This design comes from an exercise in tuning for small area on the open sky130 flow, not from production work. In this exercise RTL edits were held to simulation tests only and were not proved equivalent to the original. The clock input has no modelled driver; a real chip could not lean on it and would need a root buffer or a full tree. Power figures rest on the tool's default switching activity, not on a simulated workload.

Design top_calc_accum_final, start of the top module:
module top_calc_accum_final (
    input  wire clk,
    input  wire reset,
    input  wire [1:0] op_sel_raw,
    input  wire [7:0] data_in_raw,
    input  wire calc_btn_raw,
    output wire [6:0] disp0,
    output wire [6:0] disp1,
    output wire [6:0] disp2,
    output wire [6:0] disp3,
    output wire [6:0] disp4,
    output wire neg_flag,
    output wire error_flag,
    output wire [7:0] acc_out
);
    reg [1:0] op_s1, op;
    reg [7:0] d_s1, d;
    reg [7:0] acc;
    reg [6:0] frac;
    reg       err_q;
    reg [2:0] mode, cnt;
    wire [7:0] acc_n;
    wire [6:0] frac_n;
    wire       err_n;
    wire [2:0] mode_n, cnt_n;
    wire       hund;
    calc_core u_core (
        .reset(reset), .btn(calc_btn_raw), .op(op), .d(d),
        .acc(acc), .frac(frac), .err_q(err_q), .mode(mode), .cnt(cnt),
        .acc_n(acc_n), .frac_n(frac_n), .err_n(err_n), .mode_n(mode_n), .cnt_n(cnt_n),
        .disp0(disp0), .disp1(disp1), .disp2(disp2), .disp3(disp3), .hund(hund)
    );
    always @(posedge clk) begin
        op_s1 <= op_sel_raw;
        op    <= op_s1;
        d_s1  <= data_in_raw;
        d     <= d_s1;
        acc   <= acc_n;
        frac  <= frac_n;
        err_q <= err_n;
        mode  <= mode_n;
        cnt   <= cnt_n;
    end
    assign disp4      = {hund, 2'b00, hund, hund, hund, 1'b1};
    assign acc_out    = acc;
    assign neg_flag   = ~acc[7];
    assign error_flag = err_q;
endmodule
For scale: about 380 cells after synthesis, about 0.0028 mm² of cells after synthesis.
clock: 40.0 ns
lec_check: 0
abc_area: 1
cap_margin: 20
core_margin: 2
core_utilization: 40
gpl_timing_driven: 0
slew_margin: 20
standard.sh (not shown) runs the stock make flow with config.mk's settings and CLKGATE_MAP_FILE= SYNTH_SCRIPT=/design/flow/synth_recipe.tcl, a recipe that flattens the netlist after the stock synthesis.
==> flow/flow/run.sh <==
#!/bin/bash
# Own layout flow: the standard synthesis, then an area-oriented re-mapping of the
# combinational logic (registers untouched, several ABC scripts tried, the smallest
# result kept), then the standard layout steps with minimum-size port buffers and a
# smaller clock tree whose root buffer is dropped after CTS.  Each tool's output goes to a log of its own here.
set -euo pipefail
W=$PWD
R=$W/orfs/results/$FLOW_PLATFORM/top_calc_accum_final/base
LIB=$FLOW_HOME/platforms/$FLOW_PLATFORM/lib/sky130_fd_sc_hd__tt_025C_1v80.lib

bash standard.sh synth > $W/log_1_synth.txt 2>&1
cp $R/1_2_yosys.v $W/std_1_2_yosys.v

DONT=""
for c in $(grep -oE 'cell *\( *"?sky130_fd_sc_hd__(lpflow_[a-z0-9_]+|probe[a-z0-9_]*)' $LIB | sed -E 's/.*(sky130_fd_sc_hd__[a-z0-9_]+)/\1/' | sort -u); do
  DONT="$DONT -dont_use $c"
done
remap_one() {
  local s=$1 n
  n=$(basename $s .abc)
  mkdir -p $W/$n
  if (cd $W/$n && LIB=$LIB IN=$W/std_1_2_yosys.v OUT=$W/$n/out.v ABCSCR=$s DONT="$DONT" \
        timeout 1200 yosys -c $W/flow/remap.tcl > $W/log_2_$n.txt 2>&1) &&
     python3 $W/flow/check_remap.py $W/std_1_2_yosys.v $W/$n/out.v >> $W/log_2_$n.txt 2>&1; then
    echo "$n $(grep 'Chip area for top' $W/$n/remap_stat.txt | awk '{print $NF}')" > $W/$n/area.txt
  fi
}
i=0
for s in $W/flow/remap_*.abc; do
  remap_one $s &
  i=$((i + 1))
  if (( i % 4 == 0 )); then wait; fi
done
wait
best=""; bestarea=""
for s in $W/flow/remap_*.abc; do
  n=$(basename $s .abc)
  if [[ -f $W/$n/area.txt ]]; then
    a=$(awk '{print $2}' $W/$n/area.txt)
    echo "$n $a" >> $W/log_2_remap_choice.txt
    if [[ -n "$a" ]] && { [[ -z "$bestarea" ]] || python3 -c "import sys; sys.exit(0 if $a < $bestarea else 1)"; }; then
      best=$n; bestarea=$a
    fi
  else
    echo "$n failed" >> $W/log_2_remap_choice.txt
  fi
done
echo "chosen $best $bestarea" >> $W/log_2_remap_choice.txt
if [[ -n "$best" ]]; then
  cp $W/$best/out.v $W/remap_1_2_yosys.v
  cp $W/remap_1_2_yosys.v $R/1_2_yosys.v
  rm -f $R/1_synth.odb $R/1_synth.sdc
fi
ARGS=("BUFFER_PORTS_ARGS=-buffer_cell sky130_fd_sc_hd__buf_1"
      "CTS_ARGS=-sink_clustering_enable -repair_clock_nets -buf_list sky130_fd_sc_hd__clkbuf_8 -dont_use_dummy_load")
bash standard.sh "${ARGS[@]}" cts > $W/log_3_to_cts.txt 2>&1
# Drop the clock tree's root buffer (the clock port then feeds the <= 4 leaf buffers),
# keeping 3 leaf buffers if the register clock slew stays well inside the limit.
cp $R/4_cts.odb $W/4_cts_standard.odb
for keep in 3 4; do
  rm -f $W/4_cts_fixed.odb
  if KEEP=$keep PLATFORM_DIR=$FLOW_HOME/platforms/$FLOW_PLATFORM LIB=$LIB ODB_IN=$W/4_cts_standard.odb \
       SDC_IN=$R/4_cts.sdc ODB_OUT=$W/4_cts_fixed.odb \
       openroad -no_init -exit $W/flow/fixclk.tcl > $W/log_4_fixclk_$keep.txt 2>&1 &&
     [[ -f $W/4_cts_fixed.odb ]] &&
     python3 -c "import re,sys; m=re.search(r'worst register clock slew: ([0-9.e-]+); clock port pins: (\d+)', open('$W/log_4_fixclk_$keep.txt').read()); sys.exit(0 if m and float(m.group(1)) < 0.110 and int(m.group(2)) <= 4 else 1)"; then
    cp $W/4_cts_fixed.odb $R/4_1_cts.odb
    sleep 1
    cp $W/4_cts_fixed.odb $R/4_cts.odb
    echo "clock root buffer dropped, $keep leaf buffers kept" >> $W/log_4_fixclk_$keep.txt
    break
  else
    echo "not used" >> $W/log_4_fixclk_$keep.txt
  fi
done
bash standard.sh "${ARGS[@]}" finish > $W/log_5_layout.txt 2>&1
Other scripts of this flow, unchanged in this note and not shown: flow/flow/check_remap.py, flow/flow/fixclk.tcl, flow/flow/remap.tcl, flow/flow/remap_a.abc, flow/flow/remap_b.abc, flow/flow/remap_c.abc, flow/flow/remap_d.abc, flow/flow/remap_s3.abc, flow/flow/remap_s4.abc, flow/flow/remap_s5.abc, flow/flow/remap_s6.abc
Then changed:
==> flow/flow/remap_s10.abc (new file) <==
strash
&get -n
&deepsyn -T 150 -S 10
&dc2
&dch -f
&nf -R 3000 -F 20 -A 20 -E 1000
&put
topo
==> flow/flow/remap_s7.abc (new file) <==
strash
&get -n
&deepsyn -T 150 -S 7
&dc2
&dch -f
&nf -R 3000 -F 20 -A 20 -E 1000
&put
topo
==> flow/flow/remap_s8.abc (new file) <==
strash
&get -n
&deepsyn -T 150 -S 8
&dc2
&dch -f
&nf -R 3000 -F 20 -A 20 -E 1000
&put
topo
==> flow/flow/remap_s9.abc (new file) <==
strash
&get -n
&deepsyn -T 150 -S 9
&dc2
&dch -f
&nf -R 3000 -F 20 -A 20 -E 1000
&put
topo
==> flow/flow/remap_t11.abc (new file) <==
strash
&get -n
&deepsyn -T 150 -S 11
&dch -f
&nf -R 5000 -F 50 -A 50 -E 3000 -C 32
&put
topo
Outcome: The new run completed with no timing, DRC or antenna violations. Clock skew is higher by 0.0085 ns. Power hardly moves. Synthesized cell count increases by about 1.3%.
Then changed:
Settings changed: GPL_TIMING_DRIVEN 0 to not set.
removed: flow/flow/remap_s10.abc
removed: flow/flow/remap_s7.abc
removed: flow/flow/remap_s8.abc
removed: flow/flow/remap_s9.abc
removed: flow/flow/remap_t11.abc
After rerunning:
- The changed run went through all stages and came out clean
- synthesized area rises slightly
- clock power rises by a few percent
- die area goes up slightly
- maximum frequency goes up slightly

-- static timing again, ports no longer ideal --
The results above use ideal ports. As a check the final layouts listed here were re-extracted and re-timed, cells and wires unchanged. Step 1: set_driving_cell puts a clkbuf_16 on clk and a buf_2 on each other input, an assumption about the parent block. Step 2 moves the port delays by t, midway between the first and last clock arrival at a register: inputs arrive t later, outputs are due t later. That takes back most of the time a late clock gives input paths. a / b / c = ideal ports / drivers / drivers and shift; a / b = the first two.
run | t (ns) | setup slack, ns | latest minus earliest clock arrival (ns) | cell pins on the clock port's net
the first run | 0.189 | 28.038 / 27.995 / 28.184 | 0.016 / 0.016 | 3
the second run | 0.185 | 27.965 / 27.925 / 28.111 | 0.024 / 0.025 | 3
the third run | 0.192 | 28.096 / 28.052 / 28.244 | 0.006 / 0.006 | 3
After both steps every run listed still meets setup and hold.
